What follows belongs to an exercise in optimizing a design on an open flow for small area, a short achievable clock period and few clock cycles per item; a production flow would make more cautious choices.
Function was checked by simulation only, so behaviour that the tests miss may differ from the original.

==> flow/design.v, too long to show whole: its modules and the start of the top module <==
// module conv33_ctrl: 34 lines
// module conv33_weight_buffer: 34 lines
// module conv33_input_buffer: 16 lines
// module conv33_calc: 1768 lines
// module conv33_fa: 4 lines
// module conv33_ha: 4 lines
// module conv33: 72 lines
module conv33 #(
    parameter                       DATA_WIDTH = 8,
    parameter                       MUL_WIDTH  = 16,
    parameter                       OUT_WIDTH  = 32
)(
    input  wire                     clk,
    input  wire                     rst,
    input  wire                     start,
    output wire                     done,
    input  wire                     input_valid_in,
    output wire                     input_ready_out,
    input  wire                     weight_valid_in,
    output wire                     weight_ready_out,
    output wire                     out_valid_out,
    input  wire                     out_ready_in,
    input  wire [DATA_WIDTH-1:0]    weight_data,
    input  wire [DATA_WIDTH-1:0]    data_in_0_0,
    input  wire [DATA_WIDTH-1:0]    data_in_0_1,
    input  wire [DATA_WIDTH-1:0]    data_in_0_2,
    input  wire [DATA_WIDTH-1:0]    data_in_1_0,
    input  wire [DATA_WIDTH-1:0]    data_in_1_1,
    input  wire [DATA_WIDTH-1:0]    data_in_1_2,
    input  wire [DATA_WIDTH-1:0]    data_in_2_0,
    input  wire [DATA_WIDTH-1:0]    data_in_2_1,
    input  wire [DATA_WIDTH-1:0]    data_in_2_2,
    output wire [OUT_WIDTH-1:0]     out_data
);
  // ...
==> flow/flow/run.sh <==
#!/bin/bash
# The standard layout (standard.sh, unchanged synthesis) with these changes:
# - every port still gets its own buffer, but a sky130_fd_sc_hd__buf_1
#   instead of the delay-cell buffer that buffer_ports picks by default;
#   flow/io_fix.tcl (run after global placement) makes the buffers on the
#   combinational handshake ports (out_ready_in, done, input_ready_out)
#   sky130_fd_sc_hd__buf_2;
# - clock tree synthesis uses clkbuf_4 buffers and no dummy loads (the same
#   CTS command and options as the standard flow otherwise).
set -euo pipefail
bash standard.sh \
  "BUFFER_PORTS_ARGS=-buffer_cell sky130_fd_sc_hd__buf_1" \
  "POST_GLOBAL_PLACE_TCL=$(pwd)/flow/io_fix.tcl" \
  "CTS_ARGS=-sink_clustering_enable -repair_clock_nets -buf_list sky130_fd_sc_hd__clkbuf_4 -dont_use_dummy_load" \
  finish > standard.log 2>&1
==> flow/flow/io_fix.tcl <==
# Run after global placement (POST_GLOBAL_PLACE_TCL). The ports were
# buffered with sky130_fd_sc_hd__buf_1; the buffers on the ports of the
# combinational handshake paths (out_ready_in to done and input_ready_out)
# are made sky130_fd_sc_hd__buf_2.
foreach port {out_ready_in done input_ready_out} {
  foreach pin [get_pins -of_objects [get_nets $port]] {
    set inst [get_cells -of_objects $pin]
    if {[get_property [get_lib_cells -of_objects $inst] name] eq "sky130_fd_sc_hd__buf_1"} {
      puts "io_fix: [get_full_name $inst] on $port -> sky130_fd_sc_hd__buf_2"
      replace_cell $inst sky130_fd_sc_hd__buf_2
    }
  }
}
==> flow/standard.sh <==
#!/bin/bash
# synth_recipe.tcl (not shown) runs the flow's synth.tcl, then flattens the netlist and writes it again
# the make line also repeats each setting of config.mk as NAME=value (left out here)
make -C /OpenROAD-flow-scripts/flow DESIGN_CONFIG=/design/flow/config.mk WORK_HOME=/design/flow/orfs CLKGATE_MAP_FILE= SYNTH_SCRIPT=/design/flow/synth_recipe.tcl "${@:-finish}"
==> flow/config.mk <==
export PLATFORM = sky130hd
export DESIGN_NAME = conv33
export DESIGN_NICKNAME = conv33
export VERILOG_FILES = /design/flow/design.v
export SDC_FILE = /design/flow/constraint.sdc
export NUM_CORES = 4
export LEC_CHECK = 0
export CAP_MARGIN = 20
export CORE_MARGIN = 2
export CORE_UTILIZATION = 65
export PLACE_DENSITY = 0.8
export SLEW_MARGIN = 20
export SYNTH_HIERARCHICAL = 1
==> flow/constraint.sdc <==
create_clock -name core_clock -period 12.0 [get_ports {clk}]
set_input_delay 2.4000 -clock core_clock [delete_from_list [all_inputs] [get_ports {clk}]]
set_output_delay 2.4000 -clock core_clock [all_outputs]
set_load 0.01 [all_outputs]
==> notes.md, run 1 <==
- Post-synthesis simple-gate area fraction: 10.3%
- FMAX: 192 MHz
- Fin cells: 2264
- Crit path largest cell delay: 0.15 ns
- Die area: 38500 um^2
- Fin nets: 2458
- Non-clk bufs: 126
- Status: complete, no violations
- Reg with most FFs: u_weight.staged
- Top Registers: u_weight.staged (72), u_calc.m (40), u_calc.total (19)
- Worst-Margin Slew: 1.08 ns
- Layout cells sized above 1: 5.91%
- Port bufs: 121
- Hold-fix buffer count after cts: 0
- DRC viols: 0
- Critical Path End: input_ready_out
- CP startpoint kind: primary input
- Final Core Density: 67.2%
- Hold Startpoint: u_weight.staged[7]$_DFFE_PP_
- Routing usage on met3: 6.79%
- Multiplexer share of the synthesized area: 0.260%
- Final setup vio count: 0
- Met2 Use GR: 54.5%
- Max cap viols: 0
- Post-Synth Adder-Cell Area: 46.9%
- Worst reg2reg endpoint: u_calc.m[13]$_DFFE_PP_
- Invs w/o clock: 60
- Critical Path RT: 9.60 ns
- Final hold viol count: 0
- Synth unique cells: 45
- Cell family with most CP delay: buffers and inverters
- Crit path kind: primary input to output pin
- DR WL met2: 29500 um
- Setup Fix Bufs, Post-CTS: 0
Testbench counts, summed over its fixed seeds: cycles 4,192, items 4,096.
==> run 2, diff against run 1 <==
--- a/flow/design.v
+++ b/flow/design.v
@@ -1838,20 +1838,65 @@
     wire s557, c557;
     conv33_ha u_s557 (.a(c554), .b(s556), .s(s557), .co(c557));
     wire s558 = ~(m[38] ^ m[39]);
     wire c558 = m[38] | m[39];
     wire s559, c559;
     conv33_ha u_s559 (.a(c556), .b(s558), .s(s559), .co(c559));
     wire [18:0] row_s = {c558, c557, c555, c553, c552, c550, c548, c546, c545, c544, c543, c541, s541, s540, s539, c537, s537, s536, m[0]};
     wire [18:0] row_c = {c559, s559, s557, s555, s553, s552, s550, s548, s546, s545, s544, s543, 1'b0, 1'b0, 1'b0, s538, 1'b0, 1'b0, 1'b0};
+    wire [18:0] g = row_s & row_c;
+    wire [18:0] p = row_s ^ row_c;
+    wire bg0 = g[1] | (p[1] & g[0]);
+    wire bg1 = g[3] | (p[3] & g[2]);
+    wire bp1 = p[3] & p[2];
+    wire bg2 = g[5] | (p[5] & g[4]);
+    wire bp2 = p[5] & p[4];
+    wire bg3 = g[7] | (p[7] & g[6]);
+    wire bp3 = p[7] & p[6];
+    wire bg4 = g[9] | (p[9] & g[8]);
+    wire bp4 = p[9] & p[8];
+    wire bg5 = g[11] | (p[11] & g[10]);
+    wire bp5 = p[11] & p[10];
+    wire bg6 = g[13] | (p[13] & g[12]);
+    wire bp6 = p[13] & p[12];
+    wire bg7 = g[15] | (p[15] & g[14]);
+    wire bp7 = p[15] & p[14];
+    wire bg8 = g[17] | (p[17] & g[16]);
+    wire bp8 = p[17] & p[16];
+    wire bg9 = bg1 | (bp1 & bg0);
+    wire bg10 = bg3 | (bp3 & bg2);
+    wire bp10 = bp3 & bp2;
+    wire bg11 = bg5 | (bp5 & bg4);
+    wire bp11 = bp5 & bp4;
+    wire bg12 = bg7 | (bp7 & bg6);
+    wire bp12 = bp7 & bp6;
+    wire bg13 = bg10 | (bp10 & bg9);
+    wire bg14 = bg12 | (bp12 & bg11);
+    wire bp14 = bp12 & bp11;
+    wire bg15 = bg14 | (bp14 & bg13);
+    wire bg16 = bg11 | (bp11 & bg13);
+    wire bg17 = bg2 | (bp2 & bg9);
+    wire bg18 = bg4 | (bp4 & bg13);
+    wire bg19 = bg6 | (bp6 & bg16);
+    wire bg20 = bg8 | (bp8 & bg15);
+    wire bg21 = g[2] | (p[2] & bg0);
+    wire bg22 = g[4] | (p[4] & bg9);
+    wire bg23 = g[6] | (p[6] & bg17);
+    wire bg24 = g[8] | (p[8] & bg13);
+    wire bg25 = g[10] | (p[10] & bg18);
+    wire bg26 = g[12] | (p[12] & bg16);
+    wire bg27 = g[14] | (p[14] & bg19);
+    wire bg28 = g[16] | (p[16] & bg15);
+    wire bg29 = g[18] | (p[18] & bg20);
+    wire [18:0] carry = {bg20, bg28, bg15, bg27, bg19, bg26, bg16, bg25, bg18, bg24, bg13, bg23, bg17, bg22, bg9, bg21, bg0, g[0], 1'b0};
     reg [18:0] total;
     always @(posedge clk) begin
         if (advance)
-            total <= ~(row_s + row_c);
+            total <= ~(p ^ carry);
     end
     assign result = {{13{total[18]}}, total};
 endmodule
 module conv33_fa (input wire a, input wire b, input wire c, output wire s, output wire co);
     assign s  = a ^ b ^ c;
     assign co = (a & b) | (a & c) | (b & c);
 endmodule
 module conv33_ha (input wire a, input wire b, output wire s, output wire co);
==> run 2 against run 1 <==
Still clean on timing, DRC and antenna. Sequential cell count stayed put. Clock skew down 0.0067 ns. Sequential share of layout area increased by 0.16 points. Non-clock buffer count down 1. Synthesized area shrank 0.38%. Setup slack better by 0.0018 ns. Register-to-register slack is essentially flat. Final cell count shrank 1.0%. First-iteration DRC count rose by 3.2%. Design area fell by 0.45%. Critical path type unchanged. Critical endpoint unchanged. Highest routed layer unchanged.
==> notes.md, run 2 <==
- Placed insts: 2164 (was 2186)
- Worst-case reg-to-reg path depth: 9 (unchanged)
- Fin crit period: 5.20 ns (about the same)
- Area contributors post-synth: fa_1 (46%), edfxtp_1 (34%), nand2_1 (9.1%), buf_4 (2.7%), clkbuf_1 (2.2%) (was fa_1 (45%), edfxtp_1 (34%), nand2_1 (9.1%), buf_4 (2.7%), clkbuf_1 (2.2%))
- DRC viols: 0 (unchanged)
- Post-route ant nets: 0 (unchanged)
- Slowest stage cell on the critical path: nand2b_1 (unchanged)
- Synthesized area: 23900 um^2 (was 24000 um^2)
- Most frequent cells in the layout: nand2_1 (578), fa_1 (549), edfxtp_1 (275) (was nand2_1 (582), fa_1 (544), edfxtp_1 (275))
- Final setup vio count: 0 (unchanged)
- WHS Path Cells: 0 (unchanged)
- IO Count: 122 (unchanged)
- Mapped Avg Cell Area: 13.3 um^2 (was 13.2 um^2)
- Port bufs: 121 (unchanged)
- Clock Path Buffers: 3 (unchanged)
- Starting Density: 65.7% (was 65.8%)
- Clock transition at path regs: 0.06 ns (about the same)
- Worst skew pair latency: 0.78 ns (was 0.79 ns)
- 1st-iter DRT viols: 1570 (was 1522)
- Relative slew margins: 31.5% (was 27.7%)
- Synth unique cells: 39 (was 45)
- Max Slew Vio Count: 0 (unchanged)
- Root buf cell: clkbuf_4 (unchanged)
- Cell family with most CP delay: buffers and inverters (unchanged)
- Largest net degree at the start of global routing: 75 (was 73)
- Fillcell total: 2585 (was 2527)
- Synth top area share: 45.9% (was 45.3%)
- FP Rows: 70 (unchanged)
- WP buf/inv: 2 (unchanged)
- Max cap viols: 0 (unchanged)
- Top Registers: u_weight.staged (72), u_calc.m (40), u_calc.total (19) (unchanged)
- FF-to-FF setup slack: 6.86 ns (was 6.85 ns)
- Worst reg2reg endpoint: u_calc.m[13]$_DFFE_PP_ (unchanged)
- CP Cell Sequence: buf_2 -> nand2b_1 -> buf_2 (unchanged)
- Flops & latches, synth: 284 (unchanged)
- Die H: 196 um (about the same)
- GRT overflow: 0 (unchanged)
- Area growth from synthesis to layout: 1.99% (was 2.06%)
- # resized after CTS: 0 (unchanged)
- Crit path capture type: output pin (unchanged)
- Final setup margin: 6.80 ns (about the same)
- Synthesized net count: 2467 (was 2483)
- Critical Path End: input_ready_out (unchanged)
- Final Core Density: 67.0% (was 67.2%)
- Syn Inst Count: 1800 (was 1822)
- CTS Buf Count: 76 (unchanged)
- CP Depth: 3 (unchanged)
- Async SR Flop Fraction: 3.17% (unchanged)
- Final period util: 43.3% (was 43.4%)
- Drt total wl: 59600 um (was 61100 um)
- Commonest non-fill, non-tap cell in the layout: nand2_1 (unchanged)
- Drt via density: 6.15 (was 6.28)
- Critical Path RT: 9.60 ns (about the same)
- Vias: 13800 (was 14200)
- RSZ-0062 raised after global routing: false (unchanged)
- Fin nets: 2441 (was 2458)
- Layout Skew: 0.0859 ns (was 0.0926 ns)
- Worst Path Max Fanout: 3 (unchanged)
- Placed instance area: 23800 um^2 (was 23900 um^2)
- CP startpoint kind: primary input (unchanged)
- CTS tree: built (unchanged)
- Min-delay worst type: flop to flop (unchanged)
- Critical path launch point: out_ready_in (unchanged)
- Critical R2R Launch: u_calc.w1[4]$_DFFE_PP_ (was u_calc.x5[1]$_DFFE_PP_)
- CP dominant cell by count: buf_2 (unchanged)
- EDFF count, synth: 275 (unchanged)
- Most frequent cells after synthesis: nand2_1 (578), fa_1 (549), edfxtp_1 (275), clkbuf_1 (141), buf_4 (85) (was nand2_1 (582), fa_1 (544), edfxtp_1 (275), clkbuf_1 (143), buf_4 (85))
- Worst-Margin Slew: 1.03 ns (was 1.08 ns)
- H-tree Lvls: 3 (unchanged)
- Final hold viol count: 0 (unchanged)
- WL/cell: 26.6 um (was 27.0 um)
- DP Wirelength: 49300 um (was 50300 um)
- Status: complete, no violations (unchanged)
- Fin cells: 2241 (was 2264)
- Layout cells sized above 1: 5.47% (was 5.91%)
- Count leader, synth: nand2_1 (unchanged)
- Primary FF master, synth: edfxtp_1 (unchanged)
- Pre-Repair DR Iteration Count: 6 (was 5)
- Number of flip-flops in the largest register: 72 (unchanged)
- Core area: 36400 um^2 (was 36500 um^2)
- Hold-fix buffer count after cts: 0 (unchanged)
- Cell taking the most area after synthesis: fa_1 (unchanged)
- Initial antenna violation count: 1 (unchanged)
- Dpl ws: 6.80 ns (was 6.79 ns)
- Vias in the first global route: 15500 (was 15800)
- FMAX: 192 MHz (about the same)
- Die width: 196 um (about the same)
- Clock Sinks: 284 (unchanged)
- Global-route wire length before repair: 92400 um (was 94700 um)
- Seq/Total Area, Yosys: 35.4% (was 35.3%)
- Setup Fix Bufs, Post-CTS: 0 (unchanged)
- Critical path arrival: 2.80 ns (about the same)
- Setup TNS: 0 ns (unchanged)
- Synth warn: 9 (unchanged)
- Crit path largest cell delay: 0.15 ns (about the same)
- Total Routing Usage GR: 34.1% (was 34.9%)
- Reg with most FFs: u_weight.staged (unchanged)
- Crit path kind: primary input to output pin (unchanged)
- Post-route cell area: 24400 um^2 (was 24500 um^2)
- Die area: 38400 um^2 (was 38500 um^2)
-- run 2: cell count changes in the layout (fill, tap and decap cells not counted), sizes merged, moves of 2 or more --
cell    change
xor2        -6
nand2b      -3
xnor2       +2
nor2        -5
o21ai       -6
inv         +8
fa          +5
nor2b       -2
nand2       -4
a21oi      -11
-- run 2: per-layer routing --
metal | routed length [um] | vias to the layer above | GRT usage, %
li1 | - | 5428 | -
met1 | 20100 | 7115 | 44.1
met2 | 28500 | 1009 | 53.3
met3 | 6130 | 225 | 6.22
met4 | 4880 | 0 | 24.4
met5 | 0 | - | 0
-- run 2: cell families after synthesis --
kind of cell | share of synthesized area, %
and+or+nand+nor | 9.86
adders and majority gates | 47.6
buffers and inverters | 5.99
DFF | 35.4
AOI/OAI and AO/OA | 0.460
xor gates and xnor gates | 0.366
muxes | 0.303
-- run 2: how the worst min path moves through the flow --
stage | from | end | slack (ns)
after floorplan | u_weight.staged[0]$_DFFE_PP_ | u_calc.w0[0]$_DFFE_PP_ | 0.40
after global placement | u_weight.staged[2]$_DFFE_PP_ | u_calc.w0[2]$_DFFE_PP_ | 0.40
after detailed placement | u_weight.staged[6]$_DFFE_PP_ | u_calc.w0[6]$_DFFE_PP_ | 0.41
after CTS | u_weight.staged[6]$_DFFE_PP_ | u_calc.w0[6]$_DFFE_PP_ | 0.41
after global routing | u_weight.staged[7]$_DFFE_PP_ | u_calc.w0[7]$_DFFE_PP_ | 0.42
final | u_weight.staged[6]$_DFFE_PP_ | u_calc.w0[6]$_DFFE_PP_ | 0.41
-- run 2: metrics by stage --
stage	hold slack, ns
global route	0.420
floorplan	0.400
CTS	0.408
finish	0.412
detailed placement	0.406
global placement	0.402
-- run 2: cell type report --
type | count | area [um^2] | area share, %
multi-input combinational | 1219 | 14000 | 57.5
antenna | 1 | 2.50 | 0.0102
tap | 468 | 586 | 2.40
sequential | 284 | 8480 | 34.7
inverter | 68 | 255 | 1.05
timing repair buffer | 125 | 488 | 2.00
clock buffer | 76 | 571 | 2.34
-- run 2: per-module statistics from Yosys, one instance, submodules excluded, excerpt --
module	cells inside	cell area (um^2)	flip-flops and latches	copies in the design
conv33_ctrl	12	173	4	1
conv33_fa	1	20.0	0	544
conv33_ha	1	12.5	0	6
conv33_calc	1064	9800	203	1
-- run 2: worst reg2reg max path, delay by kind of cell (launching register included) --
family | cells | cell delay (ns)
flip-flops | 1 | 0.61
AND/OR/NAND/NOR | 1 | 0.15
adder cells (fa/ha/maj) | 8 | 4.10
Testbench counts of run 2, summed over its fixed seeds: cycles 4,192, items 4,096.

[separate check: timing with driven ports]
In the flow no input, the clock included, has a driving cell. The finished layouts below were timed again as built, in two steps.
Step 1 assumes that a clkbuf_16 drives the clock port and a buf_2 every other input.
Step 2 moves the port delays by t, midway between the first and last clock arrival at a register: inputs arrive t later, outputs are due t later. That takes back most of the time a late clock gives input paths.
Slacks: no drivers / after step 1 / after step 2; pairs: no drivers / after step 1.
run | t (ns) | setup WS [ns] | worst hold slack (ns) | worst register clock-pin slew, ns | pins driven straight from the clock port
run 1 | 0.792 | 6.797 / 6.779 / 6.779 | 0.416 / 0.416 / 0.416 | 0.07 / 0.07 | 1
run 2 | 0.790 | 6.799 / 6.780 / 6.780 | 0.412 / 0.412 / 0.412 | 0.07 / 0.07 | 1
After both steps every run listed still meets setup and hold. For run 2, which loses most, drivers alone change the setup slack by -0.019 ns; drivers and shift together by -0.019 ns.
